From an optimization exercise on the open Yosys and OpenROAD flow, aimed at small area; shortcuts taken in it are not production practice. Where RTL was checked, it was by simulation tests only, not by an equivalence proof against the original. No driver is modelled on the clock port, so clocking that relies on it looks cheaper here than on a real chip. Power figures rest on the tool's default switching activity, not on a simulated workload.

==> v19 <==
## jt51
module jt51(
    input               rst,     
    input               clk,     
    input               cen,     
    input               cen_p1,  
    input               cs_n,    
    input               wr_n,    
    input               a0,
    input       [7:0]   din,  
    output      [7:0]   dout,  
    output              ct1,
    output              ct2,
    output              irq_n,   
    output              sample,  
    output  signed  [15:0] left,
    output  signed  [15:0] right,
    output  signed  [15:0] xleft,
    output  signed  [15:0] xright,
    output  [15:0] dacleft,
    output  [15:0] dacright
);
export LEC_CHECK = 0
export CAP_MARGIN = 20
export CORE_MARGIN = 2
export CORE_UTILIZATION = 40
export SLEW_MARGIN = 20
export SYNTH_MEMORY_MAX_BITS = 65536
create_clock -name core_clock -period 12.0 [get_ports {clk}]
standard.sh (not shown) runs the stock make flow with config.mk's settings and CLKGATE_MAP_FILE= SYNTH_SCRIPT=/design/flow/synth_recipe.tcl, a recipe that flattens the netlist after the stock synthesis.
==> flow/flow/run.sh <==
#!/bin/bash
# The standard layout (standard.sh), with one change: the clock tree is
# built without dummy loads (clock_tree_synthesis -dont_use_dummy_load).
# The other clock_tree_synthesis arguments are the ones ORFS's cts.tcl uses
# by default. The make output goes to standard.log; ORFS writes each step's
# own log under orfs/logs/.
set -euo pipefail
export CTS_ARGS="-sink_clustering_enable -repair_clock_nets -dont_use_dummy_load"
bash standard.sh finish > standard.log 2>&1
==> v5: changes against v19 <==
--- a/flow/design.v
+++ b/flow/design.v
@@ -2698,27 +2698,28 @@
     input       [5:0]   kf_I,
     input       [3:0]   mul_VI,
     input       [2:0]   dt1_II,
     input       [1:0]   dt2_I,
     input       [7:0]   pm,
     input       [2:0]   pms_I,
     input               pg_rst_III,
-    output  reg [ 4:0]  keycode_III,
+    output      [ 4:0]  keycode_III,
     output      [ 9:0]  pg_phase_X,
     output      [19:0]  ph_din,
     input       [19:0]  ph_VII,
     input       [ 9:0]  ph_X_q,
     input               pg_rst_VII
 );
 reg [19:0]  phase_base_VI, phase_step_VII;
 reg [17:0]  phase_base_IV, phase_base_V;
 wire        [11:0]  phinc_III;
-reg [ 9:0]  phinc_addr_III;
+wire [ 9:0] phinc_addr_III;
 reg [13:0]  keycode_II;
 reg [5:0]   dt1_kf_III;
+reg [13:0]  keycode_II_III;  
 reg [ 2:0]  dt1_kf_IV;
 reg [4:0]   pow2;
 reg [4:0]   dt1_offset_V;
 reg [2:0]   pow2ind_IV;
 reg  [2:0]  dt1_III, dt1_IV, dt1_V;
 jt51_phinc_rom u_phinctable(
     .keycode( phinc_addr_III[9:0]  ),
@@ -2766,15 +2767,15 @@
         3'd3: mod_I = { 5'd0, pm[6:3] };
         3'd4: mod_I = { 4'd0, pm[6:2] };
         3'd5: mod_I = { 3'd0, pm[6:1] };
         3'd6: mod_I = { 1'd0, pm[6:0], 1'b0 };
         3'd7: mod_I = {      pm[6:0], 2'b0 };
     endcase     
 end
-reg [3:0]   octave_III;
+wire [3:0]  octave_III;
 wire [12:0] keycode_I;
 jt51_pm u_pm(
     .kc_I   ( kc_I      ),
     .kf_I   ( kf_I      ),
     .add    ( ~pm[7]    ),
     .mod_I  ( mod_I     ),
     .kcex   ( keycode_I )
@@ -2789,26 +2790,29 @@
             (keycode_I[7:6]==2'd3 ? 14'd64:14'd0);
         2'd2: keycode_II <= { 1'b0, keycode_I } + 14'd628 +
             (keycode_I[7:0]>dt2_lim2 ? 14'd64:14'd0);
         2'd3: keycode_II <= { 1'b0, keycode_I } + 14'd800 + 
             (keycode_I[7:0]>dt2_lim3  ? 14'd64:14'd0);
     endcase
 end
-always @(posedge clk, posedge rst) if( rst ) begin phinc_addr_III <= 0; octave_III <= 0; keycode_III <= 0; dt1_kf_III <= 0; dt1_III <= 0; end else if(cen) begin 
-    phinc_addr_III  <= keycode_II[9:0];
-    octave_III  <= keycode_II[13:10];
-    keycode_III <=  keycode_II[12:8];
-    case( dt1_II[1:0] )
-        2'd1:   dt1_kf_III  <=  keycode_II[13:8]    - (6'b1<<2);
-        2'd2:   dt1_kf_III  <=  keycode_II[13:8]    + (6'b1<<2);
-        2'd3:   dt1_kf_III  <=  keycode_II[13:8]    + (6'b1<<3);
-        default:dt1_kf_III  <=  keycode_II[13:8];
-    endcase
+always @(posedge clk, posedge rst) if( rst ) begin keycode_II_III <= 0; dt1_III <= 0; end else if(cen) begin
+    keycode_II_III <= keycode_II;
     dt1_III   <= dt1_II;
 end
+assign phinc_addr_III = keycode_II_III[9:0];
+assign octave_III     = keycode_II_III[13:10];
+assign keycode_III    = keycode_II_III[12:8];
+always @(*) begin
+    case( dt1_III[1:0] )
+        2'd1:   dt1_kf_III  =  keycode_II_III[13:8]    - (6'b1<<2);
+        2'd2:   dt1_kf_III  =  keycode_II_III[13:8]    + (6'b1<<2);
+        2'd3:   dt1_kf_III  =  keycode_II_III[13:8]    + (6'b1<<3);
+        default:dt1_kf_III  =  keycode_II_III[13:8];
+    endcase
+end
 always @(posedge clk, posedge rst) if( rst ) begin phase_base_IV <= 0; pow2ind_IV <= 0; dt1_IV <= 0; dt1_kf_IV <= 0; end else if(cen) begin
     case( octave_III )
         4'd0:   phase_base_IV   <=  { 8'd0, phinc_III[11:2] };
         4'd1:   phase_base_IV   <=  { 7'd0, phinc_III[11:1] };
         4'd2:   phase_base_IV   <=  { 6'd0, phinc_III[11:0] };
         4'd3:   phase_base_IV   <=  { 5'd0, phinc_III[11:0], 1'b0 };
         4'd4:   phase_base_IV   <=  { 4'd0, phinc_III[11:0], 2'b0 };
==> flow/run.sh (new file) <==
#!/bin/bash
# synth_recipe.tcl (not shown) runs the flow's synth.tcl, then flattens the netlist and writes it again
# the make line also repeats each setting of config.mk as NAME=value (left out here)
make -C /OpenROAD-flow-scripts/flow DESIGN_CONFIG=/design/flow/config.mk WORK_HOME=/design/flow/orfs CLKGATE_MAP_FILE= SYNTH_SCRIPT=/design/flow/synth_recipe.tcl finish
ABC_AREA = 1   (was default)
CTS_CLUSTER_DIAMETER = 60   (was default)
CTS_CLUSTER_SIZE = 30   (was default)
removed: flow/flow/run.sh
removed: flow/standard.sh
==> v7: changes against v19 <==
--- a/flow/design.v
+++ b/flow/design.v
@@ -1271,19 +1271,29 @@
     input   [41:0]  csrop_q,
     output  [25:0]  csrch_din,
     input   [25:0]  csrch_q,
     output          kon_din,
     input           kon_q
 );
 reg [7:0] selected_register, din_copy ;
-reg       up_rl,  up_kc,  up_kf,  up_pms,
-          up_dt1, up_tl,  up_ks,  up_dt2,
-          up_d1l, up_keyon,   up_amsen;
+reg       up_keyon;
+reg [2:0] up_grp;
 reg [1:0] up_op;
 reg [2:0] up_ch;
+wire      up_chreg = up_grp == 3'd1;
+wire      up_rl    = up_chreg && up_op == 2'd0;
+wire      up_kc    = up_chreg && up_op == 2'd1;
+wire      up_kf    = up_chreg && up_op == 2'd2;
+wire      up_pms   = up_chreg && up_op == 2'd3;
+wire      up_dt1   = up_grp == 3'd2;
+wire      up_tl    = up_grp == 3'd3;
+wire      up_ks    = up_grp == 3'd4;
+wire      up_amsen = up_grp == 3'd5;
+wire      up_dt2   = up_grp == 3'd6;
+wire      up_d1l   = up_grp == 3'd7;
 wire    busy_reg;
 parameter   REG_TEST    =   8'h01,
             REG_TEST2   =   8'h02,
             REG_KON     =   8'h08,
             REG_NOISE   =   8'h0f,
             REG_CLKA1   =   8'h10,
             REG_CLKA2   =   8'h11,
@@ -1293,16 +1303,16 @@
             REG_PMDAMD  =   8'h19,
             REG_CTW     =   8'h1b,
             REG_DUMP    =   8'h1f;
 reg csm;
 always @(posedge clk, posedge rst) begin : memory_mapped_registers
     if( rst ) begin
         selected_register   <= 8'h0;
-        { up_rl, up_kc, up_kf, up_pms, up_dt1, up_tl,
-                up_ks, up_amsen, up_dt2, up_d1l, up_keyon } <= 11'd0;
+        up_grp   <= 3'd0;
+        up_keyon <= 1'b0;
         nfrq <= 5'b0;
         ne   <= 1'b0;
         { value_A, value_B } <= 18'd0;
         { clr_flag_B, clr_flag_A,
         enable_irq_B, enable_irq_A, load_B, load_A } <= 6'd0;
         { lfo_amd, lfo_pmd }    <= 14'h0;
         lfo_freq        <= 8'd0;
@@ -1317,24 +1327,15 @@
         if( write ) begin
             if( !a0 )
                 selected_register <= din;
             else begin
                 din_copy <= din;
                 up_op    <= selected_register[4:3];  
                 up_ch    <= selected_register[2:0];  
-                up_rl    <= 1'b0;
-                up_kc    <= 1'b0;
-                up_kf    <= 1'b0;
-                up_pms   <= 1'b0;
-                up_dt1   <= 1'b0;
-                up_tl    <= 1'b0;
-                up_ks    <= 1'b0;
-                up_amsen <= 1'b0;
-                up_dt2   <= 1'b0;
-                up_d1l   <= 1'b0;
+                up_grp   <= selected_register[7:5];
                 up_keyon <= 1'b0;
                 if( selected_register < 8'h20 ) begin
                     case( selected_register)
                     REG_TEST:   lfo_rst <= 1'b1;  
                     REG_KON:    up_keyon     <= 1'b1;
                     REG_NOISE:  { ne, nfrq } <= { din[7], din[4:0] };
                     REG_CLKA1:  value_A[9:2] <= din;
@@ -1355,34 +1356,14 @@
                         end
                     REG_CTW: begin
                         { ct2, ct1 } <= din[7:6];
                         lfo_w        <= din[1:0];
                         end
                     default:;
                     endcase
-                end else
-                if( selected_register < 8'h40 ) begin
-                    case( selected_register[4:3] )
-                        2'h0: up_rl <= 1'b1;
-                        2'h1: up_kc <= 1'b1;
-                        2'h2: up_kf <= 1'b1;
-                        2'h3: up_pms<= 1'b1;
-                    endcase
-                end
-                else
-                begin
-                    case( selected_register[7:5] )
-                        3'h2: up_dt1    <= 1'b1;
-                        3'h3: up_tl     <= 1'b1;
-                        3'h4: up_ks     <= 1'b1;
-                        3'h5: up_amsen  <= 1'b1;
-                        3'h6: up_dt2    <= 1'b1;
-                        3'h7: up_d1l    <= 1'b1;
-                        default:;
-                    endcase
                 end
             end
         end
         else begin  
             csm     <= 1'b0;
             lfo_rst <= 1'b0;
             { clr_flag_B, clr_flag_A } <= 2'd0;
@@ -2698,27 +2679,28 @@
     input       [5:0]   kf_I,
     input       [3:0]   mul_VI,
     input       [2:0]   dt1_II,
     input       [1:0]   dt2_I,
     input       [7:0]   pm,
     input       [2:0]   pms_I,
     input               pg_rst_III,
-    output  reg [ 4:0]  keycode_III,
+    output      [ 4:0]  keycode_III,
     output      [ 9:0]  pg_phase_X,
     output      [19:0]  ph_din,
     input       [19:0]  ph_VII,
     input       [ 9:0]  ph_X_q,
     input               pg_rst_VII
 );
 reg [19:0]  phase_base_VI, phase_step_VII;
 reg [17:0]  phase_base_IV, phase_base_V;
 wire        [11:0]  phinc_III;
-reg [ 9:0]  phinc_addr_III;
+wire [ 9:0] phinc_addr_III;
 reg [13:0]  keycode_II;
 reg [5:0]   dt1_kf_III;
+reg [13:0]  keycode_II_III;  
 reg [ 2:0]  dt1_kf_IV;
 reg [4:0]   pow2;
 reg [4:0]   dt1_offset_V;
 reg [2:0]   pow2ind_IV;
 reg  [2:0]  dt1_III, dt1_IV, dt1_V;
 jt51_phinc_rom u_phinctable(
     .keycode( phinc_addr_III[9:0]  ),
@@ -2766,15 +2748,15 @@
         3'd3: mod_I = { 5'd0, pm[6:3] };
         3'd4: mod_I = { 4'd0, pm[6:2] };
         3'd5: mod_I = { 3'd0, pm[6:1] };
         3'd6: mod_I = { 1'd0, pm[6:0], 1'b0 };
         3'd7: mod_I = {      pm[6:0], 2'b0 };
     endcase     
 end
-reg [3:0]   octave_III;
+wire [3:0]  octave_III;
 wire [12:0] keycode_I;
 jt51_pm u_pm(
     .kc_I   ( kc_I      ),
     .kf_I   ( kf_I      ),
     .add    ( ~pm[7]    ),
     .mod_I  ( mod_I     ),
     .kcex   ( keycode_I )
@@ -2789,26 +2771,29 @@
             (keycode_I[7:6]==2'd3 ? 14'd64:14'd0);
         2'd2: keycode_II <= { 1'b0, keycode_I } + 14'd628 +
             (keycode_I[7:0]>dt2_lim2 ? 14'd64:14'd0);
         2'd3: keycode_II <= { 1'b0, keycode_I } + 14'd800 + 
             (keycode_I[7:0]>dt2_lim3  ? 14'd64:14'd0);
     endcase
 end
-always @(posedge clk, posedge rst) if( rst ) begin phinc_addr_III <= 0; octave_III <= 0; keycode_III <= 0; dt1_kf_III <= 0; dt1_III <= 0; end else if(cen) begin 
-    phinc_addr_III  <= keycode_II[9:0];
-    octave_III  <= keycode_II[13:10];
-    keycode_III <=  keycode_II[12:8];
-    case( dt1_II[1:0] )
-        2'd1:   dt1_kf_III  <=  keycode_II[13:8]    - (6'b1<<2);
-        2'd2:   dt1_kf_III  <=  keycode_II[13:8]    + (6'b1<<2);
-        2'd3:   dt1_kf_III  <=  keycode_II[13:8]    + (6'b1<<3);
-        default:dt1_kf_III  <=  keycode_II[13:8];
-    endcase
+always @(posedge clk, posedge rst) if( rst ) begin keycode_II_III <= 0; dt1_III <= 0; end else if(cen) begin
+    keycode_II_III <= keycode_II;
     dt1_III   <= dt1_II;
 end
+assign phinc_addr_III = keycode_II_III[9:0];
+assign octave_III     = keycode_II_III[13:10];
+assign keycode_III    = keycode_II_III[12:8];
+always @(*) begin
+    case( dt1_III[1:0] )
+        2'd1:   dt1_kf_III  =  keycode_II_III[13:8]    - (6'b1<<2);
+        2'd2:   dt1_kf_III  =  keycode_II_III[13:8]    + (6'b1<<2);
+        2'd3:   dt1_kf_III  =  keycode_II_III[13:8]    + (6'b1<<3);
+        default:dt1_kf_III  =  keycode_II_III[13:8];
+    endcase
+end
 always @(posedge clk, posedge rst) if( rst ) begin phase_base_IV <= 0; pow2ind_IV <= 0; dt1_IV <= 0; dt1_kf_IV <= 0; end else if(cen) begin
     case( octave_III )
         4'd0:   phase_base_IV   <=  { 8'd0, phinc_III[11:2] };
         4'd1:   phase_base_IV   <=  { 7'd0, phinc_III[11:1] };
         4'd2:   phase_base_IV   <=  { 6'd0, phinc_III[11:0] };
         4'd3:   phase_base_IV   <=  { 5'd0, phinc_III[11:0], 1'b0 };
         4'd4:   phase_base_IV   <=  { 4'd0, phinc_III[11:0], 2'b0 };
==> flow/flow/run.sh (replaced) <==
#!/bin/bash
# The standard layout (standard.sh), with one change: the clock tree is
# built without dummy loads (clock_tree_synthesis -dont_use_dummy_load) and
# with larger sink clusters. The make output goes to standard.log; ORFS
# writes each step's own log under orfs/logs/.
set -euo pipefail
export CTS_ARGS="-sink_clustering_enable -repair_clock_nets -dont_use_dummy_load -sink_clustering_size 24 -sink_clustering_max_diameter 60"
bash standard.sh finish > standard.log 2>&1
ABC_AREA = 1   (was default)
CAP_MARGIN = 0   (was 20)
CORE_UTILIZATION = 60   (was 40)
GPL_TIMING_DRIVEN = 0   (was default)
SLEW_MARGIN = 0   (was 20)
==> comparison <==
- v19 completed without violations. v7 finished but failed the layout checks on capacitance limit, slew limit. v5 completed with no timing, DRC or antenna violations.
- The highest clock skew belongs to v5, the lowest to v7.
- Of v5 and v7, v7 has the higher sequential share of layout area (gap 1.9 points).
- The lowest register-to-register slack belongs to v7, the highest to v5.
- Flip-flop and latch count: v7 is lower than v5 (7).
- Hold slack, lowest first: v19, v7, v5.
- Setup slack: v7 < v19 < v5.
- In v5 the via count is larger than in v19, by 4.4%.
- The lowest synthesized cell count belongs to v19, the highest to v7.
- In sequential power, v5 and v19 hardly differ.
==> figures <==
item                                                                                                v19                               v7                               v5
Final HPWL DP                                                                                 178000 um                        248000 um                        174000 um
CP Data Arrival Time                                                                           10.96 ns                         11.55 ns                         10.79 ns
Cell area reported after detailed placement                                                 133000 um^2                      132000 um^2                      132000 um^2
Sequential share of cell area                                                                     0.580                            0.600                            0.581
Worst reg2reg path endpoint                                             u_pg.keycode_II[12]$_DFFE_PP0P_  u_pg.keycode_II[11]$_DFFE_PP0P_  u_pg.keycode_II[12]$_DFFE_PP0P_
Compound-cell area share of the yosys netlist                                                     0.120                            0.109                            0.111
Outcome                                                                no timing/DRC/antenna violations         finished with violations  no timing/DRC/antenna violations
Layout check failures                                                                                 -    capacitance limit, slew limit                                -
Clock-pin slew of the registers on the worst-case setup and hold paths                          0.06 ns                          0.10 ns                          0.10 ns
Synthesized-area fraction occupied by adder cells                                                0.0495                           0.0496                           0.0494
Via count of the first global-routing pass                                                        77900                            90400                            78200
Average cell area after synthesis                                                             11.5 um^2                        10.1 um^2                        10.2 um^2
Highest metal layer with signal wires                                                              met5                             met5                             met4
Multi-input combinational area share                                                              0.291                            0.278                            0.269
First DRT Iteration DRCs                                                                           5789                            11400                             6677
Max Clock Freq                                                                                 98.1 MHz                         92.4 MHz                         99.5 MHz
Total length of routed wires                                                                  275000 um                        369000 um                        265000 um
Layout cell share with drive strength beyond 1                                                   0.0774                           0.0314                           0.0541
Initial antenna violation count                                                                       8                               25                                3
Number of cells traversed by the worst register-to-register path                                     42                               54                               54
The RTL of v19 and v5 was laid out without a check of its function.

-- what the ideal ports hide --
Ports are ideal in the flow. The routed layouts listed here were re-timed in OpenROAD.
Step 1 sets driving cells, clkbuf_16 on the clock port and buf_2 on the other inputs (assumed; they add their load-dependent delay and slew).
Step 2 adds t to the input delays and takes it off the output delays; t is the mean of the earliest and latest rising clock arrival at the registers after step 1. Input paths then give back, and output paths get back, about the clock's delay inside the block.
Three values: ideal, step 1, step 2; two values: the first two.
run | t (ns) | slack for setup (ns) | worst hold slack (ns) | worst setup path at the end | worst data-port slew with drivers (ns)
v19 | 0.983 | 1.807 / 1.807 / 1.807 | 0.229 / 0.229 / 0.229 | register to register | 0.06
v5 | 0.975 | 1.951 / 1.951 / 1.951 | 0.293 / 0.293 / 0.293 | register to register | 0.12
v7 | 0.956 | 1.174 / 1.174 / 1.174 | 0.252 / 0.252 / 0.252 | register to register | 0.24
